Background: an optimization exercise with open tools, aiming at small area and a short achievable clock period. Do not read the settings as production practice. RTL that was checked went through simulation tests only; none was proved equivalent to the original. The RTL of run 1 was laid out without a check of its function.

==> flow/design.v, too long to show whole: its modules and the start of the top module <==
// module preprocessing: 21 lines
// module cordic_dirs: 39 lines
// module cordic_top: 10665 lines
module cordic_top (
    input  wire        clk,
    input  wire [31:0] x_start,
    input  wire [31:0] y_start,
    input  wire [31:0] angle,
    output wire [31:0] sine,
    output wire [31:0] cosine
);
  // ...
==> flow/run.sh <==
#!/bin/bash
# synth_recipe.tcl (not shown) runs the flow's synth.tcl, then flattens the netlist and writes it again
# the make line also repeats each setting of config.mk as NAME=value (left out here)
make -C /OpenROAD-flow-scripts/flow DESIGN_CONFIG=/design/flow/config.mk WORK_HOME=/design/flow/orfs CLKGATE_MAP_FILE= SYNTH_SCRIPT=/design/flow/synth_recipe.tcl finish
==> flow/config.mk <==
export PLATFORM = sky130hd
export DESIGN_NAME = cordic_top
export DESIGN_NICKNAME = cordic_top
export VERILOG_FILES = /design/flow/design.v
export SDC_FILE = /design/flow/constraint.sdc
export NUM_CORES = 4
export LEC_CHECK = 0
export ABC_AREA = 1
export CAP_MARGIN = 20
export CORE_MARGIN = 2
export CORE_UTILIZATION = 40
export SLEW_MARGIN = 60
==> flow/constraint.sdc <==
create_clock -name core_clock -period 200.0 [get_ports {clk}]
set_input_delay 40.0000 -clock core_clock [delete_from_list [all_inputs] [get_ports {clk}]]
set_output_delay 40.0000 -clock core_clock [all_outputs]
set_load 0.01 [all_outputs]
==> reports/summary.md, run 1 <==
Cells and area
• leading cell type in the layout, fill and taps excluded: nand2_1
• register area: 3368 um2
• number of non-clock buffers: 246
• proportion of cell area occupied by multi-input gates: 80.18%

Placed design
• cell count after placement: 19.71k

Die
• IO Pins: 161

Yosys
• synthesized instance count: 16.06k
• main flop type after synthesis: dfxtp_1
• part of the Yosys area used for sequential elements: 3.135%
• post-synthesis simple-gate area fraction: 19.50%

Hold path
• end of the worst hold path: cn_r2

Routing
• remaining antenna violation count after routing: 0
• met3 layer wire length in the routed design: 5590 um
• detailed-route wire length: 269500 um
• vias per cell: 4.814

Global routing
• met2 Resource Use GR: 35.35%
• pin count of the biggest net entering global routing: 64

STA
• Layout Skew: 0.02749 ns

Status
• result of the run: no timing/DRC/antenna violations

Setup path
• data arrival time at the worst-slack endpoint: 28.76 ns

==> run 2, diff against run 1 <==
--- a/flow/design.v
+++ b/flow/design.v
@@ -75,8 +75,8 @@
     wire [31:0] z4 = ~z3[31] ? z3 - 32'h00FEADD5 : z3 + 32'h00FEADD5;
     wire [31:0] z5 = ~z4[31] ? z4 - 32'h007FD56F : z4 + 32'h007FD56F;
     wire [31:0] xa0 = x_start, ya0 = y_start;
-    wire signed [31:0] xa1_sh = $signed(ya0) >>> 0;
-    wire signed [31:0] ya1_sh = $signed(xa0) >>> 0;
+    wire [31:0] xa1_sh = ya0;
+    wire [31:0] ya1_sh = xa0;
     wire [31:0] xa1_b = xa1_sh ^ {32{~z0[31]}};
     wire [31:0] ya1_b = ya1_sh ^ {32{~~z0[31]}};
     wire [31:0] xa1_p = xa0 ^ xa1_b;
@@ -407,8 +407,8 @@
     wire ya1_G4_31 = ya1_G3_31 | (ya1_P3_31 & ya1_G3_15);
     wire ya1_P4_31 = ya1_P3_31 & ya1_P3_15;
     wire [31:0] ya1 = ya1_p ^ {ya1_G4_30, ya1_G4_29, ya1_G4_28, ya1_G4_27, ya1_G4_26, ya1_G4_25, ya1_G4_24, ya1_G4_23, ya1_G4_22, ya1_G4_21, ya1_G4_20, ya1_G4_19, ya1_G4_18, ya1_G4_17, ya1_G4_16, ya1_G3_15, ya1_G3_14, ya1_G3_13, ya1_G3_12, ya1_G3_11, ya1_G3_10, ya1_G3_9, ya1_G3_8, ya1_G2_7, ya1_G2_6, ya1_G2_5, ya1_G2_4, ya1_G1_3, ya1_G1_2, ya1_G0_1, ya1_gc, ~~z0[31]};
-    wire signed [31:0] xa2_sh = $signed(ya1) >>> 1;
-    wire signed [31:0] ya2_sh = $signed(xa1) >>> 1;
+    wire [31:0] xa2_sh = {{1{ya1[31]}}, ya1[31:1]};
+    wire [31:0] ya2_sh = {{1{xa1[31]}}, xa1[31:1]};
     wire [31:0] xa2_b = xa2_sh ^ {32{~z1[31]}};
     wire [31:0] ya2_b = ya2_sh ^ {32{~~z1[31]}};
     wire [31:0] xa2_p = xa1 ^ xa2_b;
@@ -739,8 +739,8 @@
     wire ya2_G4_31 = ya2_G3_31 | (ya2_P3_31 & ya2_G3_15);
     wire ya2_P4_31 = ya2_P3_31 & ya2_P3_15;
     wire [31:0] ya2 = ya2_p ^ {ya2_G4_30, ya2_G4_29, ya2_G4_28, ya2_G4_27, ya2_G4_26, ya2_G4_25, ya2_G4_24, ya2_G4_23, ya2_G4_22, ya2_G4_21, ya2_G4_20, ya2_G4_19, ya2_G4_18, ya2_G4_17, ya2_G4_16, ya2_G3_15, ya2_G3_14, ya2_G3_13, ya2_G3_12, ya2_G3_11, ya2_G3_10, ya2_G3_9, ya2_G3_8, ya2_G2_7, ya2_G2_6, ya2_G2_5, ya2_G2_4, ya2_G1_3, ya2_G1_2, ya2_G0_1, ya2_gc, ~~z1[31]};
-    wire signed [31:0] xa3_sh = $signed(ya2) >>> 2;
-    wire signed [31:0] ya3_sh = $signed(xa2) >>> 2;
+    wire [31:0] xa3_sh = {{2{ya2[31]}}, ya2[31:2]};
+    wire [31:0] ya3_sh = {{2{xa2[31]}}, xa2[31:2]};
     wire [31:0] xa3_b = xa3_sh ^ {32{~z2[31]}};
     wire [31:0] ya3_b = ya3_sh ^ {32{~~z2[31]}};
     wire [31:0] xa3_p = xa2 ^ xa3_b;
@@ -1071,8 +1071,8 @@
     wire ya3_G4_31 = ya3_G3_31 | (ya3_P3_31 & ya3_G3_15);
     wire ya3_P4_31 = ya3_P3_31 & ya3_P3_15;
     wire [31:0] ya3 = ya3_p ^ {ya3_G4_30, ya3_G4_29, ya3_G4_28, ya3_G4_27, ya3_G4_26, ya3_G4_25, ya3_G4_24, ya3_G4_23, ya3_G4_22, ya3_G4_21, ya3_G4_20, ya3_G4_19, ya3_G4_18, ya3_G4_17, ya3_G4_16, ya3_G3_15, ya3_G3_14, ya3_G3_13, ya3_G3_12, ya3_G3_11, ya3_G3_10, ya3_G3_9, ya3_G3_8, ya3_G2_7, ya3_G2_6, ya3_G2_5, ya3_G2_4, ya3_G1_3, ya3_G1_2, ya3_G0_1, ya3_gc, ~~z2[31]};
-    wire signed [31:0] xa4_sh = $signed(ya3) >>> 3;
-    wire signed [31:0] ya4_sh = $signed(xa3) >>> 3;
+    wire [31:0] xa4_sh = {{3{ya3[31]}}, ya3[31:3]};
+    wire [31:0] ya4_sh = {{3{xa3[31]}}, xa3[31:3]};
     wire [31:0] xa4_b = xa4_sh ^ {32{~z3[31]}};
     wire [31:0] ya4_b = ya4_sh ^ {32{~~z3[31]}};
     wire [31:0] xa4_p = xa3 ^ xa4_b;
@@ -1403,8 +1403,8 @@
     wire ya4_G4_31 = ya4_G3_31 | (ya4_P3_31 & ya4_G3_15);
     wire ya4_P4_31 = ya4_P3_31 & ya4_P3_15;
     wire [31:0] ya4 = ya4_p ^ {ya4_G4_30, ya4_G4_29, ya4_G4_28, ya4_G4_27, ya4_G4_26, ya4_G4_25, ya4_G4_24, ya4_G4_23, ya4_G4_22, ya4_G4_21, ya4_G4_20, ya4_G4_19, ya4_G4_18, ya4_G4_17, ya4_G4_16, ya4_G3_15, ya4_G3_14, ya4_G3_13, ya4_G3_12, ya4_G3_11, ya4_G3_10, ya4_G3_9, ya4_G3_8, ya4_G2_7, ya4_G2_6, ya4_G2_5, ya4_G2_4, ya4_G1_3, ya4_G1_2, ya4_G0_1, ya4_gc, ~~z3[31]};
-    wire signed [31:0] xa5_sh = $signed(ya4) >>> 4;
-    wire signed [31:0] ya5_sh = $signed(xa4) >>> 4;
+    wire [31:0] xa5_sh = {{4{ya4[31]}}, ya4[31:4]};
+    wire [31:0] ya5_sh = {{4{xa4[31]}}, xa4[31:4]};
     wire [31:0] xa5_b = xa5_sh ^ {32{~z4[31]}};
     wire [31:0] ya5_b = ya5_sh ^ {32{~~z4[31]}};
     wire [31:0] xa5_p = xa4 ^ xa5_b;
@@ -1744,8 +1744,8 @@
     wire [31:0] d;
     cordic_dirs #(.FIRST(5)) U1 (.zk(z_r1), .d(d));
     wire [31:0] xb5 = x_r1, yb5 = y_r1;
-    wire signed [31:0] xb6_sh = $signed(yb5) >>> 5;
-    wire signed [31:0] yb6_sh = $signed(xb5) >>> 5;
+    wire [31:0] xb6_sh = {{5{yb5[31]}}, yb5[31:5]};
+    wire [31:0] yb6_sh = {{5{xb5[31]}}, xb5[31:5]};
     wire [31:0] xb6_b = xb6_sh ^ {32{d[5]}};
     wire [31:0] yb6_b = yb6_sh ^ {32{~d[5]}};
     wire [31:0] xb6_p = xb5 ^ xb6_b;
@@ -2076,8 +2076,8 @@
     wire yb6_G4_31 = yb6_G3_31 | (yb6_P3_31 & yb6_G3_15);
     wire yb6_P4_31 = yb6_P3_31 & yb6_P3_15;
     wire [31:0] yb6 = yb6_p ^ {yb6_G4_30, yb6_G4_29, yb6_G4_28, yb6_G4_27, yb6_G4_26, yb6_G4_25, yb6_G4_24, yb6_G4_23, yb6_G4_22, yb6_G4_21, yb6_G4_20, yb6_G4_19, yb6_G4_18, yb6_G4_17, yb6_G4_16, yb6_G3_15, yb6_G3_14, yb6_G3_13, yb6_G3_12, yb6_G3_11, yb6_G3_10, yb6_G3_9, yb6_G3_8, yb6_G2_7, yb6_G2_6, yb6_G2_5, yb6_G2_4, yb6_G1_3, yb6_G1_2, yb6_G0_1, yb6_gc, ~d[5]};
-    wire signed [31:0] xb7_sh = $signed(yb6) >>> 6;
-    wire signed [31:0] yb7_sh = $signed(xb6) >>> 6;
+    wire [31:0] xb7_sh = {{6{yb6[31]}}, yb6[31:6]};
+    wire [31:0] yb7_sh = {{6{xb6[31]}}, xb6[31:6]};
     wire [31:0] xb7_b = xb7_sh ^ {32{d[6]}};
     wire [31:0] yb7_b = yb7_sh ^ {32{~d[6]}};
     wire [31:0] xb7_p = xb6 ^ xb7_b;
@@ -2408,8 +2408,8 @@
     wire yb7_G4_31 = yb7_G3_31 | (yb7_P3_31 & yb7_G3_15);
     wire yb7_P4_31 = yb7_P3_31 & yb7_P3_15;
     wire [31:0] yb7 = yb7_p ^ {yb7_G4_30, yb7_G4_29, yb7_G4_28, yb7_G4_27, yb7_G4_26, yb7_G4_25, yb7_G4_24, yb7_G4_23, yb7_G4_22, yb7_G4_21, yb7_G4_20, yb7_G4_19, yb7_G4_18, yb7_G4_17, yb7_G4_16, yb7_G3_15, yb7_G3_14, yb7_G3_13, yb7_G3_12, yb7_G3_11, yb7_G3_10, yb7_G3_9, yb7_G3_8, yb7_G2_7, yb7_G2_6, yb7_G2_5, yb7_G2_4, yb7_G1_3, yb7_G1_2, yb7_G0_1, yb7_gc, ~d[6]};
-    wire signed [31:0] xb8_sh = $signed(yb7) >>> 7;
-    wire signed [31:0] yb8_sh = $signed(xb7) >>> 7;
+    wire [31:0] xb8_sh = {{7{yb7[31]}}, yb7[31:7]};
+    wire [31:0] yb8_sh = {{7{xb7[31]}}, xb7[31:7]};
     wire [31:0] xb8_b = xb8_sh ^ {32{d[7]}};
     wire [31:0] yb8_b = yb8_sh ^ {32{~d[7]}};
     wire [31:0] xb8_p = xb7 ^ xb8_b;
@@ -2740,8 +2740,8 @@
     wire yb8_G4_31 = yb8_G3_31 | (yb8_P3_31 & yb8_G3_15);
     wire yb8_P4_31 = yb8_P3_31 & yb8_P3_15;
     wire [31:0] yb8 = yb8_p ^ {yb8_G4_30, yb8_G4_29, yb8_G4_28, yb8_G4_27, yb8_G4_26, yb8_G4_25, yb8_G4_24, yb8_G4_23, yb8_G4_22, yb8_G4_21, yb8_G4_20, yb8_G4_19, yb8_G4_18, yb8_G4_17, yb8_G4_16, yb8_G3_15, yb8_G3_14, yb8_G3_13, yb8_G3_12, yb8_G3_11, yb8_G3_10, yb8_G3_9, yb8_G3_8, yb8_G2_7, yb8_G2_6, yb8_G2_5, yb8_G2_4, yb8_G1_3, yb8_G1_2, yb8_G0_1, yb8_gc, ~d[7]};
-    wire signed [31:0] xb9_sh = $signed(yb8) >>> 8;
-    wire signed [31:0] yb9_sh = $signed(xb8) >>> 8;
+    wire [31:0] xb9_sh = {{8{yb8[31]}}, yb8[31:8]};
+    wire [31:0] yb9_sh = {{8{xb8[31]}}, xb8[31:8]};
     wire [31:0] xb9_b = xb9_sh ^ {32{d[8]}};
     wire [31:0] yb9_b = yb9_sh ^ {32{~d[8]}};
     wire [31:0] xb9_p = xb8 ^ xb9_b;
@@ -3072,8 +3072,8 @@
     wire yb9_G4_31 = yb9_G3_31 | (yb9_P3_31 & yb9_G3_15);
     wire yb9_P4_31 = yb9_P3_31 & yb9_P3_15;
     wire [31:0] yb9 = yb9_p ^ {yb9_G4_30, yb9_G4_29, yb9_G4_28, yb9_G4_27, yb9_G4_26, yb9_G4_25, yb9_G4_24, yb9_G4_23, yb9_G4_22, yb9_G4_21, yb9_G4_20, yb9_G4_19, yb9_G4_18, yb9_G4_17, yb9_G4_16, yb9_G3_15, yb9_G3_14, yb9_G3_13, yb9_G3_12, yb9_G3_11, yb9_G3_10, yb9_G3_9, yb9_G3_8, yb9_G2_7, yb9_G2_6, yb9_G2_5, yb9_G2_4, yb9_G1_3, yb9_G1_2, yb9_G0_1, yb9_gc, ~d[8]};
-    wire signed [31:0] xb10_sh = $signed(yb9) >>> 9;
-    wire signed [31:0] yb10_sh = $signed(xb9) >>> 9;
+    wire [31:0] xb10_sh = {{9{yb9[31]}}, yb9[31:9]};
+    wire [31:0] yb10_sh = {{9{xb9[31]}}, xb9[31:9]};
     wire [31:0] xb10_b = xb10_sh ^ {32{d[9]}};
     wire [31:0] yb10_b = yb10_sh ^ {32{~d[9]}};
     wire [31:0] xb10_p = xb9 ^ xb10_b;
@@ -3404,8 +3404,8 @@
     wire yb10_G4_31 = yb10_G3_31 | (yb10_P3_31 & yb10_G3_15);
     wire yb10_P4_31 = yb10_P3_31 & yb10_P3_15;
     wire [31:0] yb10 = yb10_p ^ {yb10_G4_30, yb10_G4_29, yb10_G4_28, yb10_G4_27, yb10_G4_26, yb10_G4_25, yb10_G4_24, yb10_G4_23, yb10_G4_22, yb10_G4_21, yb10_G4_20, yb10_G4_19, yb10_G4_18, yb10_G4_17, yb10_G4_16, yb10_G3_15, yb10_G3_14, yb10_G3_13, yb10_G3_12, yb10_G3_11, yb10_G3_10, yb10_G3_9, yb10_G3_8, yb10_G2_7, yb10_G2_6, yb10_G2_5, yb10_G2_4, yb10_G1_3, yb10_G1_2, yb10_G0_1, yb10_gc, ~d[9]};
-    wire signed [31:0] xb11_sh = $signed(yb10) >>> 10;
-    wire signed [31:0] yb11_sh = $signed(xb10) >>> 10;
+    wire [31:0] xb11_sh = {{10{yb10[31]}}, yb10[31:10]};
+    wire [31:0] yb11_sh = {{10{xb10[31]}}, xb10[31:10]};
     wire [31:0] xb11_b = xb11_sh ^ {32{d[10]}};
     wire [31:0] yb11_b = yb11_sh ^ {32{~d[10]}};
     wire [31:0] xb11_p = xb10 ^ xb11_b;
@@ -3736,8 +3736,8 @@
     wire yb11_G4_31 = yb11_G3_31 | (yb11_P3_31 & yb11_G3_15);
     wire yb11_P4_31 = yb11_P3_31 & yb11_P3_15;
     wire [31:0] yb11 = yb11_p ^ {yb11_G4_30, yb11_G4_29, yb11_G4_28, yb11_G4_27, yb11_G4_26, yb11_G4_25, yb11_G4_24, yb11_G4_23, yb11_G4_22, yb11_G4_21, yb11_G4_20, yb11_G4_19, yb11_G4_18, yb11_G4_17, yb11_G4_16, yb11_G3_15, yb11_G3_14, yb11_G3_13, yb11_G3_12, yb11_G3_11, yb11_G3_10, yb11_G3_9, yb11_G3_8, yb11_G2_7, yb11_G2_6, yb11_G2_5, yb11_G2_4, yb11_G1_3, yb11_G1_2, yb11_G0_1, yb11_gc, ~d[10]};
-    wire signed [31:0] xb12_sh = $signed(yb11) >>> 11;
-    wire signed [31:0] yb12_sh = $signed(xb11) >>> 11;
+    wire [31:0] xb12_sh = {{11{yb11[31]}}, yb11[31:11]};
+    wire [31:0] yb12_sh = {{11{xb11[31]}}, xb11[31:11]};
     wire [31:0] xb12_b = xb12_sh ^ {32{d[11]}};
     wire [31:0] yb12_b = yb12_sh ^ {32{~d[11]}};
     wire [31:0] xb12_p = xb11 ^ xb12_b;
@@ -4068,8 +4068,8 @@
     wire yb12_G4_31 = yb12_G3_31 | (yb12_P3_31 & yb12_G3_15);
     wire yb12_P4_31 = yb12_P3_31 & yb12_P3_15;
     wire [31:0] yb12 = yb12_p ^ {yb12_G4_30, yb12_G4_29, yb12_G4_28, yb12_G4_27, yb12_G4_26, yb12_G4_25, yb12_G4_24, yb12_G4_23, yb12_G4_22, yb12_G4_21, yb12_G4_20, yb12_G4_19, yb12_G4_18, yb12_G4_17, yb12_G4_16, yb12_G3_15, yb12_G3_14, yb12_G3_13, yb12_G3_12, yb12_G3_11, yb12_G3_10, yb12_G3_9, yb12_G3_8, yb12_G2_7, yb12_G2_6, yb12_G2_5, yb12_G2_4, yb12_G1_3, yb12_G1_2, yb12_G0_1, yb12_gc, ~d[11]};
-    wire signed [31:0] xb13_sh = $signed(yb12) >>> 12;
-    wire signed [31:0] yb13_sh = $signed(xb12) >>> 12;
+    wire [31:0] xb13_sh = {{12{yb12[31]}}, yb12[31:12]};
+    wire [31:0] yb13_sh = {{12{xb12[31]}}, xb12[31:12]};
     wire [31:0] xb13_b = xb13_sh ^ {32{d[12]}};
     wire [31:0] yb13_b = yb13_sh ^ {32{~d[12]}};
     wire [31:0] xb13_p = xb12 ^ xb13_b;
@@ -4400,8 +4400,8 @@
     wire yb13_G4_31 = yb13_G3_31 | (yb13_P3_31 & yb13_G3_15);
     wire yb13_P4_31 = yb13_P3_31 & yb13_P3_15;
     wire [31:0] yb13 = yb13_p ^ {yb13_G4_30, yb13_G4_29, yb13_G4_28, yb13_G4_27, yb13_G4_26, yb13_G4_25, yb13_G4_24, yb13_G4_23, yb13_G4_22, yb13_G4_21, yb13_G4_20, yb13_G4_19, yb13_G4_18, yb13_G4_17, yb13_G4_16, yb13_G3_15, yb13_G3_14, yb13_G3_13, yb13_G3_12, yb13_G3_11, yb13_G3_10, yb13_G3_9, yb13_G3_8, yb13_G2_7, yb13_G2_6, yb13_G2_5, yb13_G2_4, yb13_G1_3, yb13_G1_2, yb13_G0_1, yb13_gc, ~d[12]};
-    wire signed [31:0] xb14_sh = $signed(yb13) >>> 13;
-    wire signed [31:0] yb14_sh = $signed(xb13) >>> 13;
+    wire [31:0] xb14_sh = {{13{yb13[31]}}, yb13[31:13]};
+    wire [31:0] yb14_sh = {{13{xb13[31]}}, xb13[31:13]};
     wire [31:0] xb14_b = xb14_sh ^ {32{d[13]}};
     wire [31:0] yb14_b = yb14_sh ^ {32{~d[13]}};
     wire [31:0] xb14_p = xb13 ^ xb14_b;
@@ -4732,8 +4732,8 @@
     wire yb14_G4_31 = yb14_G3_31 | (yb14_P3_31 & yb14_G3_15);
     wire yb14_P4_31 = yb14_P3_31 & yb14_P3_15;
     wire [31:0] yb14 = yb14_p ^ {yb14_G4_30, yb14_G4_29, yb14_G4_28, yb14_G4_27, yb14_G4_26, yb14_G4_25, yb14_G4_24, yb14_G4_23, yb14_G4_22, yb14_G4_21, yb14_G4_20, yb14_G4_19, yb14_G4_18, yb14_G4_17, yb14_G4_16, yb14_G3_15, yb14_G3_14, yb14_G3_13, yb14_G3_12, yb14_G3_11, yb14_G3_10, yb14_G3_9, yb14_G3_8, yb14_G2_7, yb14_G2_6, yb14_G2_5, yb14_G2_4, yb14_G1_3, yb14_G1_2, yb14_G0_1, yb14_gc, ~d[13]};
-    wire signed [31:0] xb15_sh = $signed(yb14) >>> 14;
-    wire signed [31:0] yb15_sh = $signed(xb14) >>> 14;
+    wire [31:0] xb15_sh = {{14{yb14[31]}}, yb14[31:14]};
+    wire [31:0] yb15_sh = {{14{xb14[31]}}, xb14[31:14]};
     wire [31:0] xb15_b = xb15_sh ^ {32{d[14]}};
     wire [31:0] yb15_b = yb15_sh ^ {32{~d[14]}};
     wire [31:0] xb15_p = xb14 ^ xb15_b;
@@ -5064,8 +5064,8 @@
     wire yb15_G4_31 = yb15_G3_31 | (yb15_P3_31 & yb15_G3_15);
     wire yb15_P4_31 = yb15_P3_31 & yb15_P3_15;
     wire [31:0] yb15 = yb15_p ^ {yb15_G4_30, yb15_G4_29, yb15_G4_28, yb15_G4_27, yb15_G4_26, yb15_G4_25, yb15_G4_24, yb15_G4_23, yb15_G4_22, yb15_G4_21, yb15_G4_20, yb15_G4_19, yb15_G4_18, yb15_G4_17, yb15_G4_16, yb15_G3_15, yb15_G3_14, yb15_G3_13, yb15_G3_12, yb15_G3_11, yb15_G3_10, yb15_G3_9, yb15_G3_8, yb15_G2_7, yb15_G2_6, yb15_G2_5, yb15_G2_4, yb15_G1_3, yb15_G1_2, yb15_G0_1, yb15_gc, ~d[14]};
-    wire signed [31:0] xb16_sh = $signed(yb15) >>> 15;
-    wire signed [31:0] yb16_sh = $signed(xb15) >>> 15;
+    wire [31:0] xb16_sh = {{15{yb15[31]}}, yb15[31:15]};
+    wire [31:0] yb16_sh = {{15{xb15[31]}}, xb15[31:15]};
     wire [31:0] xb16_b = xb16_sh ^ {32{d[15]}};
     wire [31:0] yb16_b = yb16_sh ^ {32{~d[15]}};
     wire [31:0] xb16_p = xb15 ^ xb16_b;
@@ -5396,8 +5396,8 @@
     wire yb16_G4_31 = yb16_G3_31 | (yb16_P3_31 & yb16_G3_15);
     wire yb16_P4_31 = yb16_P3_31 & yb16_P3_15;
     wire [31:0] yb16 = yb16_p ^ {yb16_G4_30, yb16_G4_29, yb16_G4_28, yb16_G4_27, yb16_G4_26, yb16_G4_25, yb16_G4_24, yb16_G4_23, yb16_G4_22, yb16_G4_21, yb16_G4_20, yb16_G4_19, yb16_G4_18, yb16_G4_17, yb16_G4_16, yb16_G3_15, yb16_G3_14, yb16_G3_13, yb16_G3_12, yb16_G3_11, yb16_G3_10, yb16_G3_9, yb16_G3_8, yb16_G2_7, yb16_G2_6, yb16_G2_5, yb16_G2_4, yb16_G1_3, yb16_G1_2, yb16_G0_1, yb16_gc, ~d[15]};
-    wire signed [31:0] xb17_sh = $signed(yb16) >>> 16;
-    wire signed [31:0] yb17_sh = $signed(xb16) >>> 16;
+    wire [31:0] xb17_sh = {{16{yb16[31]}}, yb16[31:16]};
+    wire [31:0] yb17_sh = {{16{xb16[31]}}, xb16[31:16]};
     wire [31:0] xb17_b = xb17_sh ^ {32{d[16]}};
     wire [31:0] yb17_b = yb17_sh ^ {32{~d[16]}};
     wire [31:0] xb17_p = xb16 ^ xb17_b;
@@ -5728,8 +5728,8 @@
     wire yb17_G4_31 = yb17_G3_31 | (yb17_P3_31 & yb17_G3_15);
     wire yb17_P4_31 = yb17_P3_31 & yb17_P3_15;
     wire [31:0] yb17 = yb17_p ^ {yb17_G4_30, yb17_G4_29, yb17_G4_28, yb17_G4_27, yb17_G4_26, yb17_G4_25, yb17_G4_24, yb17_G4_23, yb17_G4_22, yb17_G4_21, yb17_G4_20, yb17_G4_19, yb17_G4_18, yb17_G4_17, yb17_G4_16, yb17_G3_15, yb17_G3_14, yb17_G3_13, yb17_G3_12, yb17_G3_11, yb17_G3_10, yb17_G3_9, yb17_G3_8, yb17_G2_7, yb17_G2_6, yb17_G2_5, yb17_G2_4, yb17_G1_3, yb17_G1_2, yb17_G0_1, yb17_gc, ~d[16]};
-    wire signed [31:0] xb18_sh = $signed(yb17) >>> 17;
-    wire signed [31:0] yb18_sh = $signed(xb17) >>> 17;
+    wire [31:0] xb18_sh = {{17{yb17[31]}}, yb17[31:17]};
+    wire [31:0] yb18_sh = {{17{xb17[31]}}, xb17[31:17]};
     wire [31:0] xb18_b = xb18_sh ^ {32{d[17]}};
     wire [31:0] yb18_b = yb18_sh ^ {32{~d[17]}};
     wire [31:0] xb18_p = xb17 ^ xb18_b;
@@ -6060,8 +6060,8 @@
     wire yb18_G4_31 = yb18_G3_31 | (yb18_P3_31 & yb18_G3_15);
     wire yb18_P4_31 = yb18_P3_31 & yb18_P3_15;
     wire [31:0] yb18 = yb18_p ^ {yb18_G4_30, yb18_G4_29, yb18_G4_28, yb18_G4_27, yb18_G4_26, yb18_G4_25, yb18_G4_24, yb18_G4_23, yb18_G4_22, yb18_G4_21, yb18_G4_20, yb18_G4_19, yb18_G4_18, yb18_G4_17, yb18_G4_16, yb18_G3_15, yb18_G3_14, yb18_G3_13, yb18_G3_12, yb18_G3_11, yb18_G3_10, yb18_G3_9, yb18_G3_8, yb18_G2_7, yb18_G2_6, yb18_G2_5, yb18_G2_4, yb18_G1_3, yb18_G1_2, yb18_G0_1, yb18_gc, ~d[17]};
-    wire signed [31:0] xb19_sh = $signed(yb18) >>> 18;
-    wire signed [31:0] yb19_sh = $signed(xb18) >>> 18;
+    wire [31:0] xb19_sh = {{18{yb18[31]}}, yb18[31:18]};
+    wire [31:0] yb19_sh = {{18{xb18[31]}}, xb18[31:18]};
     wire [31:0] xb19_b = xb19_sh ^ {32{d[18]}};
     wire [31:0] yb19_b = yb19_sh ^ {32{~d[18]}};
     wire [31:0] xb19_p = xb18 ^ xb19_b;
@@ -6392,8 +6392,8 @@
     wire yb19_G4_31 = yb19_G3_31 | (yb19_P3_31 & yb19_G3_15);
     wire yb19_P4_31 = yb19_P3_31 & yb19_P3_15;
     wire [31:0] yb19 = yb19_p ^ {yb19_G4_30, yb19_G4_29, yb19_G4_28, yb19_G4_27, yb19_G4_26, yb19_G4_25, yb19_G4_24, yb19_G4_23, yb19_G4_22, yb19_G4_21, yb19_G4_20, yb19_G4_19, yb19_G4_18, yb19_G4_17, yb19_G4_16, yb19_G3_15, yb19_G3_14, yb19_G3_13, yb19_G3_12, yb19_G3_11, yb19_G3_10, yb19_G3_9, yb19_G3_8, yb19_G2_7, yb19_G2_6, yb19_G2_5, yb19_G2_4, yb19_G1_3, yb19_G1_2, yb19_G0_1, yb19_gc, ~d[18]};
-    wire signed [31:0] xb20_sh = $signed(yb19) >>> 19;
-    wire signed [31:0] yb20_sh = $signed(xb19) >>> 19;
+    wire [31:0] xb20_sh = {{19{yb19[31]}}, yb19[31:19]};
+    wire [31:0] yb20_sh = {{19{xb19[31]}}, xb19[31:19]};
     wire [31:0] xb20_b = xb20_sh ^ {32{d[19]}};
     wire [31:0] yb20_b = yb20_sh ^ {32{~d[19]}};
     wire [31:0] xb20_p = xb19 ^ xb20_b;
@@ -6724,8 +6724,8 @@
     wire yb20_G4_31 = yb20_G3_31 | (yb20_P3_31 & yb20_G3_15);
     wire yb20_P4_31 = yb20_P3_31 & yb20_P3_15;
     wire [31:0] yb20 = yb20_p ^ {yb20_G4_30, yb20_G4_29, yb20_G4_28, yb20_G4_27, yb20_G4_26, yb20_G4_25, yb20_G4_24, yb20_G4_23, yb20_G4_22, yb20_G4_21, yb20_G4_20, yb20_G4_19, yb20_G4_18, yb20_G4_17, yb20_G4_16, yb20_G3_15, yb20_G3_14, yb20_G3_13, yb20_G3_12, yb20_G3_11, yb20_G3_10, yb20_G3_9, yb20_G3_8, yb20_G2_7, yb20_G2_6, yb20_G2_5, yb20_G2_4, yb20_G1_3, yb20_G1_2, yb20_G0_1, yb20_gc, ~d[19]};
-    wire signed [31:0] xb21_sh = $signed(yb20) >>> 20;
-    wire signed [31:0] yb21_sh = $signed(xb20) >>> 20;
+    wire [31:0] xb21_sh = {{20{yb20[31]}}, yb20[31:20]};
+    wire [31:0] yb21_sh = {{20{xb20[31]}}, xb20[31:20]};
     wire [31:0] xb21_b = xb21_sh ^ {32{d[20]}};
     wire [31:0] yb21_b = yb21_sh ^ {32{~d[20]}};
     wire [31:0] xb21_p = xb20 ^ xb21_b;
@@ -7056,8 +7056,8 @@
     wire yb21_G4_31 = yb21_G3_31 | (yb21_P3_31 & yb21_G3_15);
     wire yb21_P4_31 = yb21_P3_31 & yb21_P3_15;
     wire [31:0] yb21 = yb21_p ^ {yb21_G4_30, yb21_G4_29, yb21_G4_28, yb21_G4_27, yb21_G4_26, yb21_G4_25, yb21_G4_24, yb21_G4_23, yb21_G4_22, yb21_G4_21, yb21_G4_20, yb21_G4_19, yb21_G4_18, yb21_G4_17, yb21_G4_16, yb21_G3_15, yb21_G3_14, yb21_G3_13, yb21_G3_12, yb21_G3_11, yb21_G3_10, yb21_G3_9, yb21_G3_8, yb21_G2_7, yb21_G2_6, yb21_G2_5, yb21_G2_4, yb21_G1_3, yb21_G1_2, yb21_G0_1, yb21_gc, ~d[20]};
-    wire signed [31:0] xb22_sh = $signed(yb21) >>> 21;
-    wire signed [31:0] yb22_sh = $signed(xb21) >>> 21;
+    wire [31:0] xb22_sh = {{21{yb21[31]}}, yb21[31:21]};
+    wire [31:0] yb22_sh = {{21{xb21[31]}}, xb21[31:21]};
     wire [31:0] xb22_b = xb22_sh ^ {32{d[21]}};
     wire [31:0] yb22_b = yb22_sh ^ {32{~d[21]}};
     wire [31:0] xb22_p = xb21 ^ xb22_b;
@@ -7388,8 +7388,8 @@
     wire yb22_G4_31 = yb22_G3_31 | (yb22_P3_31 & yb22_G3_15);
     wire yb22_P4_31 = yb22_P3_31 & yb22_P3_15;
     wire [31:0] yb22 = yb22_p ^ {yb22_G4_30, yb22_G4_29, yb22_G4_28, yb22_G4_27, yb22_G4_26, yb22_G4_25, yb22_G4_24, yb22_G4_23, yb22_G4_22, yb22_G4_21, yb22_G4_20, yb22_G4_19, yb22_G4_18, yb22_G4_17, yb22_G4_16, yb22_G3_15, yb22_G3_14, yb22_G3_13, yb22_G3_12, yb22_G3_11, yb22_G3_10, yb22_G3_9, yb22_G3_8, yb22_G2_7, yb22_G2_6, yb22_G2_5, yb22_G2_4, yb22_G1_3, yb22_G1_2, yb22_G0_1, yb22_gc, ~d[21]};
-    wire signed [31:0] xb23_sh = $signed(yb22) >>> 22;
-    wire signed [31:0] yb23_sh = $signed(xb22) >>> 22;
+    wire [31:0] xb23_sh = {{22{yb22[31]}}, yb22[31:22]};
+    wire [31:0] yb23_sh = {{22{xb22[31]}}, xb22[31:22]};
     wire [31:0] xb23_b = xb23_sh ^ {32{d[22]}};
     wire [31:0] yb23_b = yb23_sh ^ {32{~d[22]}};
     wire [31:0] xb23_p = xb22 ^ xb23_b;
@@ -7720,8 +7720,8 @@
     wire yb23_G4_31 = yb23_G3_31 | (yb23_P3_31 & yb23_G3_15);
     wire yb23_P4_31 = yb23_P3_31 & yb23_P3_15;
     wire [31:0] yb23 = yb23_p ^ {yb23_G4_30, yb23_G4_29, yb23_G4_28, yb23_G4_27, yb23_G4_26, yb23_G4_25, yb23_G4_24, yb23_G4_23, yb23_G4_22, yb23_G4_21, yb23_G4_20, yb23_G4_19, yb23_G4_18, yb23_G4_17, yb23_G4_16, yb23_G3_15, yb23_G3_14, yb23_G3_13, yb23_G3_12, yb23_G3_11, yb23_G3_10, yb23_G3_9, yb23_G3_8, yb23_G2_7, yb23_G2_6, yb23_G2_5, yb23_G2_4, yb23_G1_3, yb23_G1_2, yb23_G0_1, yb23_gc, ~d[22]};
-    wire signed [31:0] xb24_sh = $signed(yb23) >>> 23;
-    wire signed [31:0] yb24_sh = $signed(xb23) >>> 23;
+    wire [31:0] xb24_sh = {{23{yb23[31]}}, yb23[31:23]};
+    wire [31:0] yb24_sh = {{23{xb23[31]}}, xb23[31:23]};
     wire [31:0] xb24_b = xb24_sh ^ {32{d[23]}};
     wire [31:0] yb24_b = yb24_sh ^ {32{~d[23]}};
     wire [31:0] xb24_p = xb23 ^ xb24_b;
@@ -8052,8 +8052,8 @@
     wire yb24_G4_31 = yb24_G3_31 | (yb24_P3_31 & yb24_G3_15);
     wire yb24_P4_31 = yb24_P3_31 & yb24_P3_15;
     wire [31:0] yb24 = yb24_p ^ {yb24_G4_30, yb24_G4_29, yb24_G4_28, yb24_G4_27, yb24_G4_26, yb24_G4_25, yb24_G4_24, yb24_G4_23, yb24_G4_22, yb24_G4_21, yb24_G4_20, yb24_G4_19, yb24_G4_18, yb24_G4_17, yb24_G4_16, yb24_G3_15, yb24_G3_14, yb24_G3_13, yb24_G3_12, yb24_G3_11, yb24_G3_10, yb24_G3_9, yb24_G3_8, yb24_G2_7, yb24_G2_6, yb24_G2_5, yb24_G2_4, yb24_G1_3, yb24_G1_2, yb24_G0_1, yb24_gc, ~d[23]};
-    wire signed [31:0] xb25_sh = $signed(yb24) >>> 24;
-    wire signed [31:0] yb25_sh = $signed(xb24) >>> 24;
+    wire [31:0] xb25_sh = {{24{yb24[31]}}, yb24[31:24]};
+    wire [31:0] yb25_sh = {{24{xb24[31]}}, xb24[31:24]};
     wire [31:0] xb25_b = xb25_sh ^ {32{d[24]}};
     wire [31:0] yb25_b = yb25_sh ^ {32{~d[24]}};
     wire [31:0] xb25_p = xb24 ^ xb25_b;
@@ -8392,8 +8392,8 @@
         sn_r2 <= sn_r1; cn_r2 <= cn_r1;
     end
     wire [31:0] xc25 = x_r2, yc25 = y_r2;
-    wire signed [31:0] xc26_sh = $signed(yc25) >>> 25;
-    wire signed [31:0] yc26_sh = $signed(xc25) >>> 25;
+    wire [31:0] xc26_sh = {{25{yc25[31]}}, yc25[31:25]};
+    wire [31:0] yc26_sh = {{25{xc25[31]}}, xc25[31:25]};
     wire [31:0] xc26_b = xc26_sh ^ {32{d_r2[25]}};
     wire [31:0] yc26_b = yc26_sh ^ {32{~d_r2[25]}};
     wire [31:0] xc26_p = xc25 ^ xc26_b;
@@ -8724,8 +8724,8 @@
     wire yc26_G4_31 = yc26_G3_31 | (yc26_P3_31 & yc26_G3_15);
     wire yc26_P4_31 = yc26_P3_31 & yc26_P3_15;
     wire [31:0] yc26 = yc26_p ^ {yc26_G4_30, yc26_G4_29, yc26_G4_28, yc26_G4_27, yc26_G4_26, yc26_G4_25, yc26_G4_24, yc26_G4_23, yc26_G4_22, yc26_G4_21, yc26_G4_20, yc26_G4_19, yc26_G4_18, yc26_G4_17, yc26_G4_16, yc26_G3_15, yc26_G3_14, yc26_G3_13, yc26_G3_12, yc26_G3_11, yc26_G3_10, yc26_G3_9, yc26_G3_8, yc26_G2_7, yc26_G2_6, yc26_G2_5, yc26_G2_4, yc26_G1_3, yc26_G1_2, yc26_G0_1, yc26_gc, ~d_r2[25]};
-    wire signed [31:0] xc27_sh = $signed(yc26) >>> 26;
-    wire signed [31:0] yc27_sh = $signed(xc26) >>> 26;
+    wire [31:0] xc27_sh = {{26{yc26[31]}}, yc26[31:26]};
+    wire [31:0] yc27_sh = {{26{xc26[31]}}, xc26[31:26]};
     wire [31:0] xc27_b = xc27_sh ^ {32{d_r2[26]}};
     wire [31:0] yc27_b = yc27_sh ^ {32{~d_r2[26]}};
     wire [31:0] xc27_p = xc26 ^ xc27_b;
@@ -9056,8 +9056,8 @@
     wire yc27_G4_31 = yc27_G3_31 | (yc27_P3_31 & yc27_G3_15);
     wire yc27_P4_31 = yc27_P3_31 & yc27_P3_15;
     wire [31:0] yc27 = yc27_p ^ {yc27_G4_30, yc27_G4_29, yc27_G4_28, yc27_G4_27, yc27_G4_26, yc27_G4_25, yc27_G4_24, yc27_G4_23, yc27_G4_22, yc27_G4_21, yc27_G4_20, yc27_G4_19, yc27_G4_18, yc27_G4_17, yc27_G4_16, yc27_G3_15, yc27_G3_14, yc27_G3_13, yc27_G3_12, yc27_G3_11, yc27_G3_10, yc27_G3_9, yc27_G3_8, yc27_G2_7, yc27_G2_6, yc27_G2_5, yc27_G2_4, yc27_G1_3, yc27_G1_2, yc27_G0_1, yc27_gc, ~d_r2[26]};
-    wire signed [31:0] xc28_sh = $signed(yc27) >>> 27;
-    wire signed [31:0] yc28_sh = $signed(xc27) >>> 27;
+    wire [31:0] xc28_sh = {{27{yc27[31]}}, yc27[31:27]};
+    wire [31:0] yc28_sh = {{27{xc27[31]}}, xc27[31:27]};
     wire [31:0] xc28_b = xc28_sh ^ {32{d_r2[27]}};
     wire [31:0] yc28_b = yc28_sh ^ {32{~d_r2[27]}};
     wire [31:0] xc28_p = xc27 ^ xc28_b;
@@ -9388,8 +9388,8 @@
     wire yc28_G4_31 = yc28_G3_31 | (yc28_P3_31 & yc28_G3_15);
     wire yc28_P4_31 = yc28_P3_31 & yc28_P3_15;
     wire [31:0] yc28 = yc28_p ^ {yc28_G4_30, yc28_G4_29, yc28_G4_28, yc28_G4_27, yc28_G4_26, yc28_G4_25, yc28_G4_24, yc28_G4_23, yc28_G4_22, yc28_G4_21, yc28_G4_20, yc28_G4_19, yc28_G4_18, yc28_G4_17, yc28_G4_16, yc28_G3_15, yc28_G3_14, yc28_G3_13, yc28_G3_12, yc28_G3_11, yc28_G3_10, yc28_G3_9, yc28_G3_8, yc28_G2_7, yc28_G2_6, yc28_G2_5, yc28_G2_4, yc28_G1_3, yc28_G1_2, yc28_G0_1, yc28_gc, ~d_r2[27]};
-    wire signed [31:0] xc29_sh = $signed(yc28) >>> 28;
-    wire signed [31:0] yc29_sh = $signed(xc28) >>> 28;
+    wire [31:0] xc29_sh = {{28{yc28[31]}}, yc28[31:28]};
+    wire [31:0] yc29_sh = {{28{xc28[31]}}, xc28[31:28]};
     wire [31:0] xc29_b = xc29_sh ^ {32{d_r2[28]}};
     wire [31:0] yc29_b = yc29_sh ^ {32{~d_r2[28]}};
     wire [31:0] xc29_p = xc28 ^ xc29_b;
@@ -9720,8 +9720,8 @@
     wire yc29_G4_31 = yc29_G3_31 | (yc29_P3_31 & yc29_G3_15);
     wire yc29_P4_31 = yc29_P3_31 & yc29_P3_15;
     wire [31:0] yc29 = yc29_p ^ {yc29_G4_30, yc29_G4_29, yc29_G4_28, yc29_G4_27, yc29_G4_26, yc29_G4_25, yc29_G4_24, yc29_G4_23, yc29_G4_22, yc29_G4_21, yc29_G4_20, yc29_G4_19, yc29_G4_18, yc29_G4_17, yc29_G4_16, yc29_G3_15, yc29_G3_14, yc29_G3_13, yc29_G3_12, yc29_G3_11, yc29_G3_10, yc29_G3_9, yc29_G3_8, yc29_G2_7, yc29_G2_6, yc29_G2_5, yc29_G2_4, yc29_G1_3, yc29_G1_2, yc29_G0_1, yc29_gc, ~d_r2[28]};
-    wire signed [31:0] xc30_sh = $signed(yc29) >>> 29;
-    wire signed [31:0] yc30_sh = $signed(xc29) >>> 29;
+    wire [31:0] xc30_sh = {{29{yc29[31]}}, yc29[31:29]};
+    wire [31:0] yc30_sh = {{29{xc29[31]}}, xc29[31:29]};
     wire [31:0] xc30_b = xc30_sh ^ {32{d_r2[29]}};
     wire [31:0] yc30_b = yc30_sh ^ {32{~d_r2[29]}};
     wire [31:0] xc30_p = xc29 ^ xc30_b;
@@ -10052,8 +10052,8 @@
     wire yc30_G4_31 = yc30_G3_31 | (yc30_P3_31 & yc30_G3_15);
     wire yc30_P4_31 = yc30_P3_31 & yc30_P3_15;
     wire [31:0] yc30 = yc30_p ^ {yc30_G4_30, yc30_G4_29, yc30_G4_28, yc30_G4_27, yc30_G4_26, yc30_G4_25, yc30_G4_24, yc30_G4_23, yc30_G4_22, yc30_G4_21, yc30_G4_20, yc30_G4_19, yc30_G4_18, yc30_G4_17, yc30_G4_16, yc30_G3_15, yc30_G3_14, yc30_G3_13, yc30_G3_12, yc30_G3_11, yc30_G3_10, yc30_G3_9, yc30_G3_8, yc30_G2_7, yc30_G2_6, yc30_G2_5, yc30_G2_4, yc30_G1_3, yc30_G1_2, yc30_G0_1, yc30_gc, ~d_r2[29]};
-    wire signed [31:0] xc31_sh = $signed(yc30) >>> 30;
-    wire signed [31:0] yc31_sh = $signed(xc30) >>> 30;
+    wire [31:0] xc31_sh = {{30{yc30[31]}}, yc30[31:30]};
+    wire [31:0] yc31_sh = {{30{xc30[31]}}, xc30[31:30]};
     wire [31:0] xc31_b = xc31_sh ^ {32{d_r2[30]}};
     wire [31:0] yc31_b = yc31_sh ^ {32{~d_r2[30]}};
     wire [31:0] xc31_p = xc30 ^ xc31_b;
--- a/flow/config.mk
+++ b/flow/config.mk
@@ -8,5 +8,5 @@
 export ABC_AREA = 1
 export CAP_MARGIN = 20
 export CORE_MARGIN = 2
-export CORE_UTILIZATION = 40
-export SLEW_MARGIN = 60
+export CORE_UTILIZATION = 65
+export SLEW_MARGIN = 20
==> run 2 against run 1 <==
  * First-iteration DRC count increased by 18%
  * Worst hold slack got worse by 0.16 ns
  * Highest routed layer unchanged
  * Worst setup slack worse by 0.37 ns
==> reports/summary.md, run 2 <==
Clocking
• CTS buffer count: 17
• deepest level of the CTS H-tree: 4
• clock slew at the register clock pins of the worst setup and hold paths: 0.09 ns
• number of sinks on the clock net: 168
• clock tree root buffer cell: clkbuf_16
• Clk Latency, worst-skew pair: 0.52 ns
• TritonCTS clock tree: built
• number of setup buffers added after CTS: 0
• deepest clock path buffer count: 2
• cts repair resizes: 0
• cts-stage hold buffer count: 0

STA
• transition time at the pin with the least slew margin: 1.039 ns
• Pins Over Slew Limit: 0
• aggregate negative setup slack: 0 ns
• setup repair after global routing missed its margin: no
• tightest slew margin relative to the limit: 30.27%
• final hold violation count: 0
• Layout Skew: 0.01679 ns, -0.01070 ns
• highest attainable clock frequency: 14.46 MHz
• setup violation total in the final timing report: 0
• minimum period implied by the final worst setup slack: 69.13 ns
• Final Cycle Share: 34.57%
• Worst Hold Margin: 0.3382 ns

Setup path
• sort of element at the end of the critical path: primary output
• biggest cell delay along the critical path: 0.86 ns
• buffers and inverters on the worst path: 12
• Critical Setup Path Class: flip-flop to primary output
• crit-path most repeated cell: nand2_1
• CP Launch Type: flip-flop
• dominant delay contributor by cell family on the critical path: compound AO/OA/AOI/OAI gates
• data arrival time at the worst-slack endpoint: 29.14 ns, +0.38 ns
• worst endpoint required time: 160.00 ns
• cell with the largest stage delay on the worst path: dfxtp_1
• highest fanout seen on the critical path: 33

Die
• Total Die Area: 168300 um2
• starting density of the core: 65.23%
• width of the chip: 410.2 um
• total core area: 164400 um2
• IO Pins: 161, unchanged
• die height: 410.2 um
• number of placement rows: 149

Yosys
• number of synthesized register bits: 168
• fraction of synthesized cell area taken by the top area cell type: 24.46%
• part of the Yosys area used for sequential elements: 3.135%, unchanged
• Synth Area in Adders: 30.41%
• dominant cell by count in the synthesized netlist: nand2_1
• async set or reset register ratio after synthesis: 0%
• synthesized instance count: 16.06k, unchanged
• largest family of logic cells by synthesized area: adder cells
• main flop type after synthesis: dfxtp_1
• top post-synthesis cells by area: ha_1 (24%), xor2_1 (15%), nand2_1 (11%)
• Post-synth top cells: nand2_1 (3256), inv_1 (3132), ha_1 (2097)
• xor and xnor area share after synthesis: 21.87%
• post-synthesis simple-gate area fraction: 19.50%, unchanged
• cell taking the most area after synthesis: ha_1
• count of distinct cell types in the synthesized netlist: 73
• mean post-synth cell area: 6.681 um2
• number of synthesized flops with an enable pin: 0
• number of nets in the synthesized netlist: 18.57k
• fraction of the mapped netlist area in compound gates: 13.27%
• mux contribution to synthesized area: 0.06766%
• area of the mapped netlist: 107300 um2
• total of warnings raised by yosys: 5

Placed design
• cell count after placement: 18.33k, -7.0%
• last weighted congestion value of the routability-driven placer: 0.9745
• half-perimeter wire length after detailed placement: 224200 um
• count of port buffers added during placement: 160

Cells and area
• register area: 3367 um2, about the same
• synth-to-layout area growth: 4.606%
• fraction of final layout cells with drive strength greater than 1: 2.479%
• Final nets: 18.68k
• Fill cells: 15.68k
• final std cells w/o fill: 18.37k
• most used cells in the layout excluding fill and tap cells: nand2_1 (3249), inv_1 (3132), ha_1 (2097)
• combined area of the multi-input logic cells: 91430 um2
• leading cell type in the layout, fill and taps excluded: nand2_1

Global routing
• vias in the first global route: 90.18k
• sum of overflow across all layers after global routing: 0
• overall global routing resource usage: 29.69%
• first-pass GRT wire length: 427500 um
• pin count of the biggest net entering global routing: 65, +1.6%
• number of antenna violations at the first check in global routing: 1

Status
• result of the run: no timing/DRC/antenna violations

Routing
• remaining antenna violation count after routing: 0, unchanged
• router iterations before antenna repair: 6
• vias per cell: 5.222, +8.5%
• number of violations reported at the end of detailed-routing iteration 0: 4988
• DRC violation count after routing: 0
• vias post-DR: 95.90k
• detailed-route wire length: 253200 um, -6.0%
• Routed WL per cell: 13.79 um

Flow run
• Max-cap violations: 0

Hold path
• Hold WC Path Type: flip-flop to flip-flop

==> run 2: cell type report <==
class | count | share of cell area, %
diodes | 1 | 0.002230
clock buffers | 17 | 0.3791
clock inverters | 15 | 0.1762
inverters | 3175 | 10.62
multi-input cells | 12570 | 81.49
flip-flops and latches | 168 | 3.001
well taps | 2189 | 2.441
repair buffers | 228 | 1.889
==> run 2: layer usage <==
layer | GRT usage [%] | vias up | share of wire [%]
li1 | - | 51670 | -
met1 | 40.64 | 42560 | 49
met3 | 1.460 | 261 | 2.9
met5 | 0 | - | 0
met4 | 7.182 | 0 | 2.3
met2 | 50.93 | 1413 | 45
==> run 2: cells by family (layout without fill, tap and decap cells) <==
logic type | Yosys count | count (layout)
AOI/OAI and AO/OA | 2484 | 2484
DFF | 168 | 168
other | 0 | 1
and+or+nand+nor | 4991 | 4991
muxes | 7 | 7
xor gates and xnor gates | 2676 | 2676
adders and majority gates | 2416 | 2416
buffers and inverters | 3314 | 3435
==> run 2: path summary, 6_finish.rpt <==
check	cells after the start	from	end	slack (ns)
max	203	d_r2[25]	cosine[31]	130.87
min	0	sn_r1	sn_r2	0.34
max reg2reg	394	z_r1[31]	x_r2[17]	132.57
min reg2reg	0	sn_r1	sn_r2	0.34
==> run 2: stage by stage <==
stage / setup slack [ns] / util, % / area (um2)
after floorplan: 130.71 / - / 107300
after global placement: 131.29 / 67.85 / 111600
after detailed placement: 130.90 / 67.85 / 111600
after CTS: 130.26 / 68.23 / 112200
after global routing: 125.09 / 68.24 / 112200
final: 130.87 / 68.24 / 112200
==> run 3, diff against run 2 <==
--- a/flow/config.mk
+++ b/flow/config.mk
@@ -8,5 +8,5 @@
 export ABC_AREA = 1
 export CAP_MARGIN = 20
 export CORE_MARGIN = 2
-export CORE_UTILIZATION = 65
+export CORE_UTILIZATION = 40
 export SLEW_MARGIN = 20
==> run 3 against run 2 <==
  * Core utilization fell by 26 points
  * Clock-buffer cell count rose by 2
  * Sequential share of layout area barely moved
  * Worst hold slack improved by 0.17 ns
  * Clock skew rose by 0.0060 ns
  * Critical path depth did not move
  * Register-to-register slack improved by 0.29 ns
  * Die area rose by 62%
  * Critical path type unchanged
  * Highest routed layer unchanged
==> reports/summary.md, run 3 <==
Yosys
• main flop type after synthesis: dfxtp_1
• count of distinct cell types in the synthesized netlist: 73, unchanged
• top post-synthesis cells by area: ha_1 (24%), xor2_1 (15%), nand2_1 (11%)
• number of synthesized flops with an enable pin: 0, unchanged
• async set or reset register ratio after synthesis: 0%, unchanged
• cell taking the most area after synthesis: ha_1
• Post-synth top cells: nand2_1 (3256), inv_1 (3132), ha_1 (2097)
• part of the Yosys area used for sequential elements: 3.135%, unchanged
• mean post-synth cell area: 6.681 um2, unchanged
• synthesized instance count: 16.06k, unchanged
• fraction of synthesized cell area taken by the top area cell type: 24.46%, unchanged
• number of nets in the synthesized netlist: 18.57k, unchanged
• total of warnings raised by yosys: 5, unchanged
• number of synthesized register bits: 168, unchanged
• dominant cell by count in the synthesized netlist: nand2_1
• area of the mapped netlist: 107300 um2, unchanged

Die
• width of the chip: 521.8 um, +27%
• total core area: 267400 um2, +63%
• die height: 521.8 um, +27%
• number of placement rows: 190, +28%
• starting density of the core: 40.11%, -25 points
• IO Pins: 161, unchanged
• Total Die Area: 272300 um2, +62%

Setup path
• sort of element at the end of the critical path: primary output
• Critical Setup Path Class: flip-flop to primary output
• cell with the largest stage delay on the worst path: dfxtp_1
• crit-path most repeated cell: nand2_1
• data arrival time at the worst-slack endpoint: 29.05 ns, -0.09 ns
• CP Launch Type: flip-flop
• biggest cell delay along the critical path: 0.87 ns, about the same
• highest fanout seen on the critical path: 33, unchanged
• worst endpoint required time: 160.00 ns, about the same

Hold path
• Hold WC Path Type: flip-flop to flip-flop

Routing
• router iterations before antenna repair: 6, unchanged
• number of violations reported at the end of detailed-routing iteration 0: 3956, -21%
• Metal-1 WL: 130300 um, +4.0%
• met3 layer wire length in the routed design: 4653 um, -37%
• detailed-route wire length: 270500 um, +6.8%
• remaining antenna violation count after routing: 0, unchanged
• vias post-DR: 94.94k, -1.0%
• DR WL met2: 129400 um, +13%
• DRC violation count after routing: 0, unchanged
• Routed WL per cell: 13.71 um, -0.58%
• vias per cell: 4.811, -7.9%
• top layer used by detailed routing: met4

Clocking
• number of setup buffers added after CTS: 0, unchanged
• clock slew at the register clock pins of the worst setup and hold paths: 0.09 ns, about the same
• deepest clock path buffer count: 2, unchanged
• cts-stage hold buffer count: 0, unchanged
• cts repair resizes: 0, unchanged
• TritonCTS clock tree: built
• clock tree root buffer cell: clkbuf_16
• CTS buffer count: 17, unchanged
• Clk Latency, worst-skew pair: 0.52 ns, about the same
• deepest level of the CTS H-tree: 4, unchanged
• number of sinks on the clock net: 168, unchanged

STA
• Final WS setup: 130.95 ns, +0.08000 ns
• Pins Over Slew Limit: 0, unchanged
• Final Cycle Share: 34.53%, -0.040 points
• Worst Hold Margin: 0.5046 ns, +0.1664 ns
• final hold violation count: 0, unchanged
• aggregate negative setup slack: 0 ns, unchanged
• Layout Skew: 0.02284 ns, +0.006049 ns
• setup repair after global routing missed its margin: no
• setup violation total in the final timing report: 0, unchanged
• highest attainable clock frequency: 14.48 MHz, +0.12%
• transition time at the pin with the least slew margin: 1.148 ns, +0.1091 ns
• tightest slew margin relative to the limit: 22.94%, -7.3 points
• minimum period implied by the final worst setup slack: 69.06 ns, -0.08000 ns

Placed design
• placed cell area: 113300 um2, +1.6%
• worst setup slack after placement: 131.05 ns, +0.1450 ns
• half-perimeter wire length after detailed placement: 242200 um, +8.0%
• count of port buffers added during placement: 160, unchanged
• last weighted congestion value of the routability-driven placer: 0.9158, -6.0%

Flow run
• Max-cap violations: 0, unchanged

Cells and area
• total non-filler cell area in the finished layout: 113900 um2, +1.5%
• fraction of final layout cells with drive strength greater than 1: 2.522%, +0.043 points
• leading cell type in the layout, fill and taps excluded: nand2_1
• synth-to-layout area growth: 6.224%
• Final nets: 18.68k, +0.021%
• most used cells in the layout excluding fill and tap cells: nand2_1 (3248), inv_1 (3131), ha_1 (2097)

Global routing
• sum of overflow across all layers after global routing: 0, unchanged
• vias in the first global route: 91.01k, +0.92%
• first-pass GRT wire length: 451800 um, +5.7%
• overall global routing resource usage: 19.74%, -9.9 points
• number of antenna violations at the first check in global routing: 5, +4
• pin count of the biggest net entering global routing: 66, +1.5%

Status
• result of the run: no timing/DRC/antenna violations

==> run 3: final cells by class <==
class                           instances  area (um2)
Fill cell                           28570      153500
Inverter                             3175       11920
Clock inverter                         12       157.7
Tap cell                             3552        4444
Antenna cell                            2       5.005
Clock buffer                           19       442.9
Timing Repair Buffer                  232        2146
Sequential cell                       168        3367
Multi-Input combinational cell      12570       91460
==> run 3: logic make-up (layout without fill, tap and decap cells) <==
kind of cell | count (synthesis) | count (layout) | share of synthesized area (%)
AO/OA/AOI/OAI | 2484 | 2484 | 13.27
adder cells (fa/ha/maj) | 2416 | 2416 | 30.41
other | 0 | 2 | 0
XOR/XNOR | 2676 | 2676 | 21.87
flip-flops | 168 | 168 | 3.136
AND/OR/NAND/NOR | 4991 | 4991 | 19.50
multiplexers | 7 | 7 | 0.06766
buffers and inverters | 3314 | 3438 | 11.74
==> run 3: metrics by stage <==
step	std cells	util (%)
floorplan	16060	-
global placement	19700	42.37
detailed placement	19700	42.37
CTS	19730	42.60
global route	19730	42.60
finish	19730	42.60
==> run 3: metal layers <==
metal  up-vias  global-route usage (%)
li1      51680                       -
met1     42010                   25.63
met2      1037                   35.75
met3       215                  0.8238
met4         0                   4.503
met5         -                       0
==> run 3: worst paths after layout <==
check / startpoint / end / slack, ns / cells past startpoint
worst max-delay path: d_r2[25] / cosine[31] / 130.95 / 203
worst min-delay path: sn_r1 / sn_r2 / 0.50 / 0
worst max register to register: z_r1[31] / y_r2[17] / 132.86 / 404
worst min register to register: sn_r1 / sn_r2 / 0.50 / 0
==> run 3: critical path: cells and delay by family, from the launching register on <==
family / cells / cell delay, ns
AND/OR/NAND/NOR: 123 / 9.64
flip-flops: 1 / 0.87
adder cells (fa/ha/maj): 7 / 3.04
XOR/XNOR: 8 / 1.70
AO/OA/AOI/OAI: 52 / 9.80
buffers and inverters: 13 / 3.43
==> run 4, diff against run 3 <==
==> flow/flow/run.sh (new file) <==
#!/bin/bash
# Standard ORFS layout, with the repair_timing passes that ORFS already runs
# (after CTS and after global routing) asked for extra setup margin, so that
# they size and buffer the long datapath below the 200 ns clock.
set -euo pipefail
MARGIN=145
sed -e "s/\"\${@:-finish}\"/SETUP_SLACK_MARGIN=$MARGIN \"\${@:-finish}\"/" standard.sh > standard_margin.sh
grep -q "SETUP_SLACK_MARGIN=$MARGIN" standard_margin.sh
bash standard_margin.sh > standard.log 2>&1
==> flow/standard.sh (new file) <==
#!/bin/bash
# synth_recipe.tcl (not shown) runs the flow's synth.tcl, then flattens the netlist and writes it again
# the make line also repeats each setting of config.mk as NAME=value (left out here)
make -C /OpenROAD-flow-scripts/flow DESIGN_CONFIG=/design/flow/config.mk WORK_HOME=/design/flow/orfs CLKGATE_MAP_FILE= SYNTH_SCRIPT=/design/flow/synth_recipe.tcl "${@:-finish}"
removed: flow/run.sh
==> run 4 against run 3 <==
  * Still clean
  * Sequential share of layout area fell by 0.52 points
  * Core utilization rose by 9.3 points
  * Via count rose by 14%
  * Fmax rose by 5.3%
  * Worst setup slack improved by 3.5 ns
==> reports/summary.md, run 4 <==
Status
• result of the run: no timing/DRC/antenna violations

STA
• setup repair after global routing missed its margin: yes
• highest attainable clock frequency: 15.24 MHz, +5.3%
• Final WS setup: 134.40 ns, +3.453 ns
• final hold violation count: 0, unchanged
• transition time at the pin with the least slew margin: 1.367 ns, +0.2197 ns
• tightest slew margin relative to the limit: 8.190%, -15 points
• Pins Over Slew Limit: 0, unchanged
• Final Cycle Share: 32.80%, -1.7 points
• aggregate negative setup slack: 0 ns, unchanged
• Layout Skew: 0.03261 ns, +0.009769 ns
• setup violation total in the final timing report: 0, unchanged
• minimum period implied by the final worst setup slack: 65.60 ns, -3.453 ns

Cells and area
• leading cell type in the layout, fill and taps excluded: inv_1
• final std cells w/o fill: 21.40k, +8.4%
• synth-to-layout area growth: 29.34%
• Final nets: 20.34k, +8.9%
• total non-filler cell area in the finished layout: 138700 um2, +22%
• fraction of final layout cells with drive strength greater than 1: 23.62%, +21 points
• most used cells in the layout excluding fill and tap cells: inv_1 (3002), nand2_1 (2512), ha_1 (1989)

Yosys
• fraction of synthesized cell area taken by the top area cell type: 24.46%, unchanged
• main flop type after synthesis: dfxtp_1
• synthesized instance count: 16.06k, unchanged
• area of the mapped netlist: 107300 um2, unchanged
• async set or reset register ratio after synthesis: 0%, unchanged
• number of synthesized register bits: 168, unchanged
• number of nets in the synthesized netlist: 18.57k, unchanged
• mean post-synth cell area: 6.681 um2, unchanged
• dominant cell by count in the synthesized netlist: nand2_1
• number of synthesized flops with an enable pin: 0, unchanged
• count of distinct cell types in the synthesized netlist: 73, unchanged
• cell taking the most area after synthesis: ha_1
• Post-synth top cells: nand2_1 (3256), inv_1 (3132), ha_1 (2097)
• part of the Yosys area used for sequential elements: 3.135%, unchanged
• top post-synthesis cells by area: ha_1 (24%), xor2_1 (15%), nand2_1 (11%)
• total of warnings raised by yosys: 5, unchanged

Clocking
• number of sinks on the clock net: 168, unchanged
• clock slew at the register clock pins of the worst setup and hold paths: 0.11 ns, +0.02 ns
• clock tree root buffer cell: clkbuf_16
• CTS buffer count: 17, unchanged
• Clk Latency, worst-skew pair: 0.55 ns, +0.03 ns
• deepest level of the CTS H-tree: 4, unchanged
• cts-stage hold buffer count: 0, unchanged
• deepest clock path buffer count: 2, unchanged
• TritonCTS clock tree: built

Routing
• detailed-route wire length: 341400 um, +26%
• router iterations before antenna repair: 17, +11
• number of violations reported at the end of detailed-routing iteration 0: 5637, +42%
• remaining antenna violation count after routing: 0, unchanged
• DRC violation count after routing: 0, unchanged
• vias per cell: 5.064, +5.3%
• Routed WL per cell: 15.95 um, +16%
• vias post-DR: 108.4k, +14%

Die
• total core area: 267400 um2, unchanged
• die height: 521.8 um, unchanged
• IO Pins: 161, unchanged
• Total Die Area: 272300 um2, unchanged
• width of the chip: 521.8 um, unchanged
• starting density of the core: 40.11%, unchanged
• number of placement rows: 190, unchanged

Flow run
• Max-cap violations: 0, unchanged

Placed design
• worst setup slack after placement: 132.64 ns, +1.596 ns
• cell count after placement: 19.69k, -0.061%
• placed cell area: 114200 um2, +0.76%
• half-perimeter wire length after detailed placement: 246000 um, +1.6%
• last weighted congestion value of the routability-driven placer: 0.9403, +2.7%
• count of port buffers added during placement: 160, unchanged

Setup path
• data arrival time at the worst-slack endpoint: 25.60 ns, -3.45 ns
• CP Launch Type: flip-flop
• crit-path most repeated cell: buf_4
• Critical Setup Path Class: flip-flop to primary output
• sort of element at the end of the critical path: primary output
• worst endpoint required time: 160.00 ns, about the same
• highest fanout seen on the critical path: 5, -85%
• cell with the largest stage delay on the worst path: o31ai_4
• biggest cell delay along the critical path: 0.66 ns, -0.21 ns

Global routing
• first-pass GRT wire length: 503100 um, +11%
• vias in the first global route: 101.8k, +12%
• overall global routing resource usage: 22.19%, +2.4 points
• sum of overflow across all layers after global routing: 0, unchanged
• pin count of the biggest net entering global routing: 52, -21%
• number of antenna violations at the first check in global routing: 15, +10

Hold path
• Hold WC Path Type: flip-flop to flip-flop

run 4: cell counts after synthesis:
Identical to the previous run, type by type.
run 4: cells by family after synthesis:
family	after synthesis	share of synthesized area [%]
xor gates and xnor gates	2676	21.87
adders and majority gates	2416	30.41
buffers and inverters	3314	11.74
and+or+nand+nor	4991	19.50
DFF	168	3.136
AOI/OAI and AO/OA	2484	13.27
muxes	7	0.06766
run 4: final timing paths:
path / from / to / slack [ns] / cells after the start
min: sn_r1 / sn_r2 / 0.49 / 0
min reg2reg: sn_r1 / sn_r2 / 0.49 / 0
max reg2reg: z_r1[31] / y_r2[23] / 146.94 / 430
max: d_r2[25] / sine[31] / 134.40 / 195
run 4: metrics by stage:
stage	hold WS (ns)	util (%)
finish	0.4915	51.88
global route	0.4932	51.87
floorplan	0.3096	-
detailed placement	0.4917	42.70
CTS	0.4886	47.10
global placement	0.4849	42.70
run 4: layer usage:
| metal | part of all wire [%] | routed length (um) | vias to the layer above | track usage (%) |
|---|---|---|---|---|
| li1 | - | - | 54920 | - |
| met1 | 41 | 140800 | 49580 | 26.22 |
| met2 | 49 | 168700 | 2741 | 41.29 |
| met3 | 4.1 | 14050 | 1102 | 1.548 |
| met4 | 5.2 | 17830 | 8 | 8.675 |
| met5 | 0.016 | 55 | - | 0 |
run 4: area by class of cell:
cell class              count  area [um2]
clock inverters            15       157.7
repair inverters            8       50.05
multi-input cells       12590      102400
fillers                 25500      128700
well taps                3552        4444
repair buffers           1870       15690
clock buffers              17       425.4
flip-flops and latches    168        3379
diodes                      9       22.52
inverters                3175       12160
run 4: worst max-delay path, delay by kind of cell (launching register included):
kind | cells | cell delay, ns
adder cells (fa/ha/maj) | 7 | 2.20
flip-flops | 1 | 0.37
AND/OR/NAND/NOR | 77 | 6.06
buffers and inverters | 74 | 9.54
multiplexers | 1 | 0.27
XOR/XNOR | 9 | 1.76
AO/OA/AOI/OAI | 27 | 4.77
run 4: repair_timing:
item / in CTS / in global routing
buffers inserted: 944 / 679
endpoints found under the setup margin: 223 / 187
gates resized for setup: 1205 / 1875
pin swaps: 505 / 1287
cloned: 33 / 14

[re-timing with driven ports]
The results above use ideal ports. As a check the final layouts listed here were re-extracted and re-timed, cells and wires unchanged.
Step 1: set_driving_cell puts a clkbuf_16 on clk and a buf_2 on each other input, an assumption about the parent block.
Step 2 moves the port delays by t, midway between the first and last clock arrival at a register: inputs arrive t later, outputs are due t later. That takes back most of the time a late clock gives input paths.
Three values: ideal, step 1, step 2; two values: the first two.
run	shift t [ns]	slack for setup (ns)	worst setup path at the end	worst slew at a driven data input, ns	cell pins on the clock port's net
run 1	0.595	131.238 / 131.146 / 131.741	register to output	0.07	1
run 2	0.595	130.865 / 130.779 / 131.374	register to output	0.05	1
run 3	0.597	130.945 / 130.857 / 131.454	register to output	0.07	1
run 4	0.631	134.398 / 134.305 / 134.936	register to output	0.11	1
After both steps every run listed still meets setup and hold.
